This design comes from an exercise in tuning for small area, a short achievable clock period and few clock cycles per item on the open sky130 flow, not from production work.
The RTL was checked by simulation tests, not by an equivalence proof against the original design.
The clock port is modelled as an ideal driver, which makes a skipped or thinned clock tree look cheaper than it is; a real chip needs a root buffer or a tree.

Design sys, start of the top module:
module sys (
	clk,
	reset,
	addr,
	din,
	dout,
	req,
	wr,
	rdy,
	seed0,
	seed1,
	seed2,
	seed3,
	range
);
Size in the first run: roughly 430 flip-flops, about 16000 um2 of cells after synthesis.
clock: 3.2 ns
lec_check: 0
cap_margin: 20
core_margin: 2
core_utilization: 65
place_density: 0.9
setup_slack_margin: 1.75
slew_margin: 20
standard.sh (not shown) runs the stock make flow with config.mk's settings and CLKGATE_MAP_FILE= SYNTH_SCRIPT=/design/flow/synth_recipe.tcl, a recipe that flattens the netlist after the stock synthesis.
==> flow/flow/run.sh <==
#!/bin/bash
# Standard ORFS layout with two changes:
#  - port buffers are buf_1 cells (buffer_ports otherwise picks
#    clkdlybuf4s50_1, a slow delay cell);
#  - the clock tree is built by flow/cts.tcl (two buffer levels) instead of
#    TritonCTS (three levels), which lowers the clock latency.
# Each step's full output goes to make_<step>.log here; ORFS's own logs are
# under orfs/logs.
set -euo pipefail
here=$(pwd)
export CTREE_TCL=$here/flow/ctree.tcl
A=(BUFFER_PORTS_ARGS="-buffer_cell sky130_fd_sc_hd__buf_1")
bash standard.sh "${A[@]}" place > make_place.log 2>&1
bash standard.sh "${A[@]}" run RUN_SCRIPT="$here/flow/cts.tcl" RUN_LOG_NAME_STEM=4_1_cts > make_cts.log 2>&1
bash standard.sh "${A[@]}" finish > make_finish.log 2>&1
==> flow/flow/ctree.tcl <==
# Custom two-level clock tree: the clock port drives NMID buffers, each of
# which drives NLEAF/NMID leaf buffers; each leaf drives one cluster of
# flip-flops. Clusters come from splitting the sinks into equal-count
# columns by x, then each column into equal-count groups by y.
proc ctree_build {clk_port nmid_x nmid_y nleaf_x nleaf_y mid_cell leaf_cell} {
  set block [ord::get_db_block]
  set net [[$block findBTerm $clk_port] getNet]
  set sinks {}
  foreach it [$net getITerms] {
    set inst [$it getInst]
    set bb [$inst getBBox]
    set x [expr {([$bb xMin] + [$bb xMax]) / 2}]
    set y [expr {([$bb yMin] + [$bb yMax]) / 2}]
    lappend sinks [list $x $y [$inst getName] [[$it getMTerm] getName]]
  }
  set n [llength $sinks]
  puts "ctree: $n sinks"
  # split into nmid_x*nleaf_x columns, then each into nmid_y*nleaf_y rows
  set ncol [expr {$nmid_x * $nleaf_x}]
  set nrow [expr {$nmid_y * $nleaf_y}]
  set byx [lsort -integer -index 0 $sinks]
  set leaves {}
  for {set c 0} {$c < $ncol} {incr c} {
    set lo [expr {($c * $n) / $ncol}]
    set hi [expr {(($c + 1) * $n) / $ncol - 1}]
    set col [lsort -integer -index 1 [lrange $byx $lo $hi]]
    set m [llength $col]
    for {set r 0} {$r < $nrow} {incr r} {
      set lo2 [expr {($r * $m) / $nrow}]
      set hi2 [expr {(($r + 1) * $m) / $nrow - 1}]
      lappend leaves [list $c $r [lrange $col $lo2 $hi2]]
    }
  }
  set site_w 460
  set row_h 2720
  # leaf buffers
  set li 0
  array set mids {}
  foreach lf $leaves {
    lassign $lf c r members
    set sx 0; set sy 0
    foreach s $members { incr sx [lindex $s 0]; incr sy [lindex $s 1] }
    set cx [expr {$sx / [llength $members]}]
    set cy [expr {$sy / [llength $members]}]
    set name "ctree_leaf_$li"
    set nname "ctree_leafnet_$li"
    make_instance $name $leaf_cell
    odb::dbNet_create $block $nname
    foreach s $members {
      set pin "[lindex $s 2]/[lindex $s 3]"
      disconnect_pin $clk_port $pin
      connect_pin $nname $pin
    }
    connect_pin $nname $name/X
    set inst [$block findInst $name]
    $inst setLocation [expr {($cx / $site_w) * $site_w}] [expr {($cy / $row_h) * $row_h}]
    $inst setPlacementStatus PLACED
    [$block findNet $nname] setSigType CLOCK
    set mx [expr {$c / $nleaf_x}]
    set my [expr {$r / $nleaf_y}]
    lappend mids($mx,$my) [list $name $cx $cy]
    incr li
  }
  # mid buffers
  set mi 0
  foreach key [lsort [array names mids]] {
    set sx 0; set sy 0
    foreach l $mids($key) { incr sx [lindex $l 1]; incr sy [lindex $l 2] }
    set k [llength $mids($key)]
    set cx [expr {$sx / $k}]; set cy [expr {$sy / $k}]
    set name "ctree_mid_$mi"
    set nname "ctree_midnet_$mi"
    make_instance $name $mid_cell
    odb::dbNet_create $block $nname
    foreach l $mids($key) { connect_pin $nname [lindex $l 0]/A }
    connect_pin $nname $name/X
    connect_pin $clk_port $name/A
    set inst [$block findInst $name]
    $inst setLocation [expr {($cx / $site_w) * $site_w}] [expr {($cy / $row_h) * $row_h}]
    $inst setPlacementStatus PLACED
    [$block findNet $nname] setSigType CLOCK
    incr mi
  }
  $net setSigType CLOCK
  puts "ctree: $li leaf buffers, $mi mid buffers"
}
==> flow/flow/cts.tcl <==
# ORFS's cts.tcl with TritonCTS replaced by a two-level clock tree built by
# ctree.tcl (clock port -> 4 buffers -> 16 leaf buffers -> flip-flops).
utl::set_metrics_stage "cts__{}"
source $::env(SCRIPTS_DIR)/load.tcl
erase_non_stage_variables cts
load_design 3_place.odb 3_place.sdc

repair_clock_inverters

set_dont_use $::env(DONT_USE_CELLS)

source $::env(CTREE_TCL)
ctree_build clk 2 2 2 2 sky130_fd_sc_hd__clkbuf_16 sky130_fd_sc_hd__clkbuf_16
set_propagated_clock [all_clocks]

estimate_parasitics -placement

set_placement_padding -global \
  -left $::env(CELL_PAD_IN_SITES_DETAIL_PLACEMENT) \
  -right $::env(CELL_PAD_IN_SITES_DETAIL_PLACEMENT)
detailed_placement
estimate_parasitics -placement

repair_timing_helper
detailed_placement
check_placement -verbose

report_clock_latency
report_metrics 4 "cts final"

orfs_write_db $::env(RESULTS_DIR)/4_1_cts.odb
orfs_write_sdc $::env(RESULTS_DIR)/4_cts.sdc
Testbench counts at the start, summed over its fixed seeds: cycles 128,027, items 16,000.
Then changed:
--- a/flow/flow/run.sh
+++ b/flow/flow/run.sh
@@ -4,5 +4,6 @@
 #    clkdlybuf4s50_1, a slow delay cell);
 #  - the clock tree is built by flow/cts.tcl (two buffer levels) instead of
-#    TritonCTS (three levels), which lowers the clock latency.
+#    TritonCTS (three levels of buffers): two levels of clock inverters,
+#    which lowers the clock latency.
 # Each step's full output goes to make_<step>.log here; ORFS's own logs are
 # under orfs/logs.
@@ -10,4 +11,5 @@
 here=$(pwd)
 export CTREE_TCL=$here/flow/ctree.tcl
+export PULL_TCL=$here/flow/pull.tcl
 A=(BUFFER_PORTS_ARGS="-buffer_cell sky130_fd_sc_hd__buf_1")
 bash standard.sh "${A[@]}" place > make_place.log 2>&1
--- a/flow/flow/ctree.tcl
+++ b/flow/flow/ctree.tcl
@@ -3,6 +3,16 @@
 # flip-flops. Clusters come from splitting the sinks into equal-count
 # columns by x, then each column into equal-count groups by y.
+proc ctree_outpin {cell} {
+  set m [[ord::get_db] findMaster $cell]
+  foreach mt [$m getMTerms] {
+    if {[$mt getIoType] eq "OUTPUT"} { return [$mt getName] }
+  }
+  error "no output pin on $cell"
+}
+
 proc ctree_build {clk_port nmid_x nmid_y nleaf_x nleaf_y mid_cell leaf_cell} {
   set block [ord::get_db_block]
+  set leaf_out [ctree_outpin $leaf_cell]
+  if {$mid_cell ne "none"} { set mid_out [ctree_outpin $mid_cell] }
   set net [[$block findBTerm $clk_port] getNet]
   set sinks {}
@@ -52,5 +62,5 @@
       connect_pin $nname $pin
     }
-    connect_pin $nname $name/X
+    connect_pin $nname $name/$leaf_out
     set inst [$block findInst $name]
     $inst setLocation [expr {($cx / $site_w) * $site_w}] [expr {($cy / $row_h) * $row_h}]
@@ -64,4 +74,12 @@
   # mid buffers
   set mi 0
+  if {$mid_cell eq "none"} {
+    foreach key [lsort [array names mids]] {
+      foreach l $mids($key) { connect_pin $clk_port [lindex $l 0]/A }
+    }
+    $net setSigType CLOCK
+    puts "ctree: $li leaf buffers driven by the port"
+    return
+  }
   foreach key [lsort [array names mids]] {
     set sx 0; set sy 0
@@ -74,5 +92,5 @@
     odb::dbNet_create $block $nname
     foreach l $mids($key) { connect_pin $nname [lindex $l 0]/A }
-    connect_pin $nname $name/X
+    connect_pin $nname $name/$mid_out
     connect_pin $clk_port $name/A
     set inst [$block findInst $name]
--- a/flow/flow/cts.tcl
+++ b/flow/flow/cts.tcl
@@ -1,4 +1,6 @@
 # ORFS's cts.tcl with TritonCTS replaced by a two-level clock tree built by
-# ctree.tcl (clock port -> 4 buffers -> 16 leaf buffers -> flip-flops).
+# ctree.tcl (clock port -> 4 inverters -> 16 leaf inverters -> flip-flops).
+# Before that, pull.tcl moves each output port's flip-flop next to the
+# port's buffer.
 utl::set_metrics_stage "cts__{}"
 source $::env(SCRIPTS_DIR)/load.tcl
@@ -11,5 +13,7 @@
 
 source $::env(CTREE_TCL)
-ctree_build clk 2 2 2 2 sky130_fd_sc_hd__clkbuf_16 sky130_fd_sc_hd__clkbuf_16
+source $::env(PULL_TCL)
+pull_output_flops
+ctree_build clk 2 2 2 2 sky130_fd_sc_hd__clkinv_16 sky130_fd_sc_hd__clkinv_16
 set_propagated_clock [all_clocks]
 
==> flow/flow/pull.tcl (new file) <==
# Move the flip-flop that drives each output port's buffer next to that
# buffer, so the flip-flop's output wire is short.
proc pull_output_flops {} {
  set block [ord::get_db_block]
  set n 0
  foreach bt [$block getBTerms] {
    if {[$bt getIoType] ne "OUTPUT"} { continue }
    set net [$bt getNet]
    if {$net eq "NULL"} { continue }
    set buf ""
    foreach it [$net getITerms] { if {[$it isOutputSignal]} { set buf [$it getInst] } }
    if {$buf eq ""} { continue }
    set in_net ""
    foreach it [$buf getITerms] { if {[$it isInputSignal]} { set in_net [$it getNet] } }
    if {$in_net eq "" || $in_net eq "NULL"} { continue }
    set drv ""
    foreach it [$in_net getITerms] { if {[$it isOutputSignal]} { set drv [$it getInst] } }
    if {$drv eq ""} { continue }
    if {![[$drv getMaster] isSequential]} { continue }
    if {[llength [$in_net getITerms]] != 2} { continue }
    set loc [$buf getLocation]
    $drv setLocation [lindex $loc 0] [lindex $loc 1]
    incr n
  }
  puts "pull_output_flops: moved $n flip-flops"
}
--- a/flow/config.mk
+++ b/flow/config.mk
@@ -9,5 +9,5 @@
 export CORE_MARGIN = 2
 export CORE_UTILIZATION = 65
-export PLACE_DENSITY = 0.9
-export SETUP_SLACK_MARGIN = 1.75
+export PLACE_DENSITY = 0.8
+export SETUP_SLACK_MARGIN = 1.85
 export SLEW_MARGIN = 20
Outcome: Final area is higher by 0.70%; clock skew came out higher by 0.0032 ns; synthesized cell count does not change.
Then changed:
--- a/flow/flow/run.sh
+++ b/flow/flow/run.sh
@@ -4,6 +4,5 @@
 #    clkdlybuf4s50_1, a slow delay cell);
 #  - the clock tree is built by flow/cts.tcl (two buffer levels) instead of
-#    TritonCTS (three levels of buffers): two levels of clock inverters,
-#    which lowers the clock latency.
+#    TritonCTS (three levels), which lowers the clock latency.
 # Each step's full output goes to make_<step>.log here; ORFS's own logs are
 # under orfs/logs.
@@ -11,5 +10,4 @@
 here=$(pwd)
 export CTREE_TCL=$here/flow/ctree.tcl
-export PULL_TCL=$here/flow/pull.tcl
 A=(BUFFER_PORTS_ARGS="-buffer_cell sky130_fd_sc_hd__buf_1")
 bash standard.sh "${A[@]}" place > make_place.log 2>&1
--- a/flow/flow/ctree.tcl
+++ b/flow/flow/ctree.tcl
@@ -3,16 +3,6 @@
 # flip-flops. Clusters come from splitting the sinks into equal-count
 # columns by x, then each column into equal-count groups by y.
-proc ctree_outpin {cell} {
-  set m [[ord::get_db] findMaster $cell]
-  foreach mt [$m getMTerms] {
-    if {[$mt getIoType] eq "OUTPUT"} { return [$mt getName] }
-  }
-  error "no output pin on $cell"
-}
-
 proc ctree_build {clk_port nmid_x nmid_y nleaf_x nleaf_y mid_cell leaf_cell} {
   set block [ord::get_db_block]
-  set leaf_out [ctree_outpin $leaf_cell]
-  if {$mid_cell ne "none"} { set mid_out [ctree_outpin $mid_cell] }
   set net [[$block findBTerm $clk_port] getNet]
   set sinks {}
@@ -62,5 +52,5 @@
       connect_pin $nname $pin
     }
-    connect_pin $nname $name/$leaf_out
+    connect_pin $nname $name/X
     set inst [$block findInst $name]
     $inst setLocation [expr {($cx / $site_w) * $site_w}] [expr {($cy / $row_h) * $row_h}]
@@ -74,12 +64,4 @@
   # mid buffers
   set mi 0
-  if {$mid_cell eq "none"} {
-    foreach key [lsort [array names mids]] {
-      foreach l $mids($key) { connect_pin $clk_port [lindex $l 0]/A }
-    }
-    $net setSigType CLOCK
-    puts "ctree: $li leaf buffers driven by the port"
-    return
-  }
   foreach key [lsort [array names mids]] {
     set sx 0; set sy 0
@@ -92,5 +74,5 @@
     odb::dbNet_create $block $nname
     foreach l $mids($key) { connect_pin $nname [lindex $l 0]/A }
-    connect_pin $nname $name/$mid_out
+    connect_pin $nname $name/X
     connect_pin $clk_port $name/A
     set inst [$block findInst $name]
--- a/flow/flow/cts.tcl
+++ b/flow/flow/cts.tcl
@@ -1,6 +1,4 @@
 # ORFS's cts.tcl with TritonCTS replaced by a two-level clock tree built by
-# ctree.tcl (clock port -> 4 inverters -> 16 leaf inverters -> flip-flops).
-# Before that, pull.tcl moves each output port's flip-flop next to the
-# port's buffer.
+# ctree.tcl (clock port -> 4 buffers -> 16 leaf buffers -> flip-flops).
 utl::set_metrics_stage "cts__{}"
 source $::env(SCRIPTS_DIR)/load.tcl
@@ -13,7 +11,5 @@
 
 source $::env(CTREE_TCL)
-source $::env(PULL_TCL)
-pull_output_flops
-ctree_build clk 2 2 2 2 sky130_fd_sc_hd__clkinv_16 sky130_fd_sc_hd__clkinv_16
+ctree_build clk 2 2 2 2 sky130_fd_sc_hd__clkbuf_16 sky130_fd_sc_hd__clkbuf_16
 set_propagated_clock [all_clocks]
 
--- a/flow/config.mk
+++ b/flow/config.mk
@@ -10,4 +10,4 @@
 export CORE_UTILIZATION = 65
 export PLACE_DENSITY = 0.8
-export SETUP_SLACK_MARGIN = 1.85
+export SETUP_SLACK_MARGIN = 1.82
 export SLEW_MARGIN = 20
removed: flow/flow/pull.tcl
Result: Setup slack is worse by 0.012 ns. Hold slack improves by 0.0056 ns. Critical path depth is lower by 3. Core utilization goes up by 1.2 points. Routed wire length decreases by about 6%. Synthesized area is unchanged. Synthesized cell count stays the same.
Then changed:
--- a/flow/flow/run.sh
+++ b/flow/flow/run.sh
@@ -4,5 +4,6 @@
 #    clkdlybuf4s50_1, a slow delay cell);
 #  - the clock tree is built by flow/cts.tcl (two buffer levels) instead of
-#    TritonCTS (three levels), which lowers the clock latency.
+#    TritonCTS (three levels of buffers): two levels of clock inverters,
+#    which lowers the clock latency.
 # Each step's full output goes to make_<step>.log here; ORFS's own logs are
 # under orfs/logs.
@@ -10,4 +11,5 @@
 here=$(pwd)
 export CTREE_TCL=$here/flow/ctree.tcl
+export PULL_TCL=$here/flow/pull.tcl
 A=(BUFFER_PORTS_ARGS="-buffer_cell sky130_fd_sc_hd__buf_1")
 bash standard.sh "${A[@]}" place > make_place.log 2>&1
--- a/flow/flow/ctree.tcl
+++ b/flow/flow/ctree.tcl
@@ -3,6 +3,16 @@
 # flip-flops. Clusters come from splitting the sinks into equal-count
 # columns by x, then each column into equal-count groups by y.
+proc ctree_outpin {cell} {
+  set m [[ord::get_db] findMaster $cell]
+  foreach mt [$m getMTerms] {
+    if {[$mt getIoType] eq "OUTPUT"} { return [$mt getName] }
+  }
+  error "no output pin on $cell"
+}
+
 proc ctree_build {clk_port nmid_x nmid_y nleaf_x nleaf_y mid_cell leaf_cell} {
   set block [ord::get_db_block]
+  set leaf_out [ctree_outpin $leaf_cell]
+  if {$mid_cell ne "none"} { set mid_out [ctree_outpin $mid_cell] }
   set net [[$block findBTerm $clk_port] getNet]
   set sinks {}
@@ -52,5 +62,5 @@
       connect_pin $nname $pin
     }
-    connect_pin $nname $name/X
+    connect_pin $nname $name/$leaf_out
     set inst [$block findInst $name]
     $inst setLocation [expr {($cx / $site_w) * $site_w}] [expr {($cy / $row_h) * $row_h}]
@@ -64,4 +74,12 @@
   # mid buffers
   set mi 0
+  if {$mid_cell eq "none"} {
+    foreach key [lsort [array names mids]] {
+      foreach l $mids($key) { connect_pin $clk_port [lindex $l 0]/A }
+    }
+    $net setSigType CLOCK
+    puts "ctree: $li leaf buffers driven by the port"
+    return
+  }
   foreach key [lsort [array names mids]] {
     set sx 0; set sy 0
@@ -74,5 +92,5 @@
     odb::dbNet_create $block $nname
     foreach l $mids($key) { connect_pin $nname [lindex $l 0]/A }
-    connect_pin $nname $name/X
+    connect_pin $nname $name/$mid_out
     connect_pin $clk_port $name/A
     set inst [$block findInst $name]
--- a/flow/flow/cts.tcl
+++ b/flow/flow/cts.tcl
@@ -1,4 +1,6 @@
 # ORFS's cts.tcl with TritonCTS replaced by a two-level clock tree built by
-# ctree.tcl (clock port -> 4 buffers -> 16 leaf buffers -> flip-flops).
+# ctree.tcl (clock port -> 4 inverters -> 16 leaf inverters -> flip-flops).
+# Before that, pull.tcl moves each output port's flip-flop next to the
+# port's buffer.
 utl::set_metrics_stage "cts__{}"
 source $::env(SCRIPTS_DIR)/load.tcl
@@ -11,5 +13,7 @@
 
 source $::env(CTREE_TCL)
-ctree_build clk 2 2 2 2 sky130_fd_sc_hd__clkbuf_16 sky130_fd_sc_hd__clkbuf_16
+source $::env(PULL_TCL)
+pull_output_flops
+ctree_build clk 2 2 2 2 sky130_fd_sc_hd__clkinv_16 sky130_fd_sc_hd__clkinv_16
 set_propagated_clock [all_clocks]
 
==> flow/flow/pull.tcl (new file) <==
# Move the flip-flop that drives each output port's buffer next to that
# buffer, so the flip-flop's output wire is short.
proc pull_output_flops {} {
  set block [ord::get_db_block]
  set n 0
  foreach bt [$block getBTerms] {
    if {[$bt getIoType] ne "OUTPUT"} { continue }
    set net [$bt getNet]
    if {$net eq "NULL"} { continue }
    set buf ""
    foreach it [$net getITerms] { if {[$it isOutputSignal]} { set buf [$it getInst] } }
    if {$buf eq ""} { continue }
    set in_net ""
    foreach it [$buf getITerms] { if {[$it isInputSignal]} { set in_net [$it getNet] } }
    if {$in_net eq "" || $in_net eq "NULL"} { continue }
    set drv ""
    foreach it [$in_net getITerms] { if {[$it isOutputSignal]} { set drv [$it getInst] } }
    if {$drv eq ""} { continue }
    if {![[$drv getMaster] isSequential]} { continue }
    if {[llength [$in_net getITerms]] != 2} { continue }
    set loc [$buf getLocation]
    $drv setLocation [lindex $loc 0] [lindex $loc 1]
    incr n
  }
  puts "pull_output_flops: moved $n flip-flops"
}
--- a/flow/config.mk
+++ b/flow/config.mk
@@ -10,4 +10,4 @@
 export CORE_UTILIZATION = 65
 export PLACE_DENSITY = 0.8
-export SETUP_SLACK_MARGIN = 1.82
+export SETUP_SLACK_MARGIN = 1.9
 export SLEW_MARGIN = 20
Worst hold slack loses 0.018 ns.
Via count went up by about 10%.
Setup slack loses 0.12 ns.
Cell area went up by 4.7%.
In every run of this note, the design's own scripts or RTL, not TritonCTS, make the clock network.

[separate check: timing with driven ports]
Ports are ideal in the flow. The routed layouts listed here were re-timed in OpenROAD.
Step 1, drivers: a clkbuf_16 drives clk and a buf_2 each remaining input, both assumed.
Step 2 moves the port delays by t, midway between the first and last clock arrival at a register: inputs arrive t later, outputs are due t later. That takes back most of the time a late clock gives input paths.
a / b / c = ideal / step 1 / step 2; a / b = the first two.
| run | t (ns) | setup slack, ns | clock arrival spread, ns |
|---|---|---|---|
| the first run | 0.430 | 1.726 / 1.622 / 1.425 | 0.012 / 0.012 |
| the second run | 0.443 | 1.748 / 1.612 / 1.517 | 0.021 / 0.020 |
| the third run | 0.425 | 1.736 / 1.634 / 1.479 | 0.017 / 0.016 |
| the fourth run | 0.453 | 1.612 / 1.585 / 1.183 | 0.022 / 0.022 |
After both steps every run listed still meets setup and hold. The setup slack of the fourth run, which loses most, moves by -0.027 ns with the drivers and by -0.429 ns with both steps.
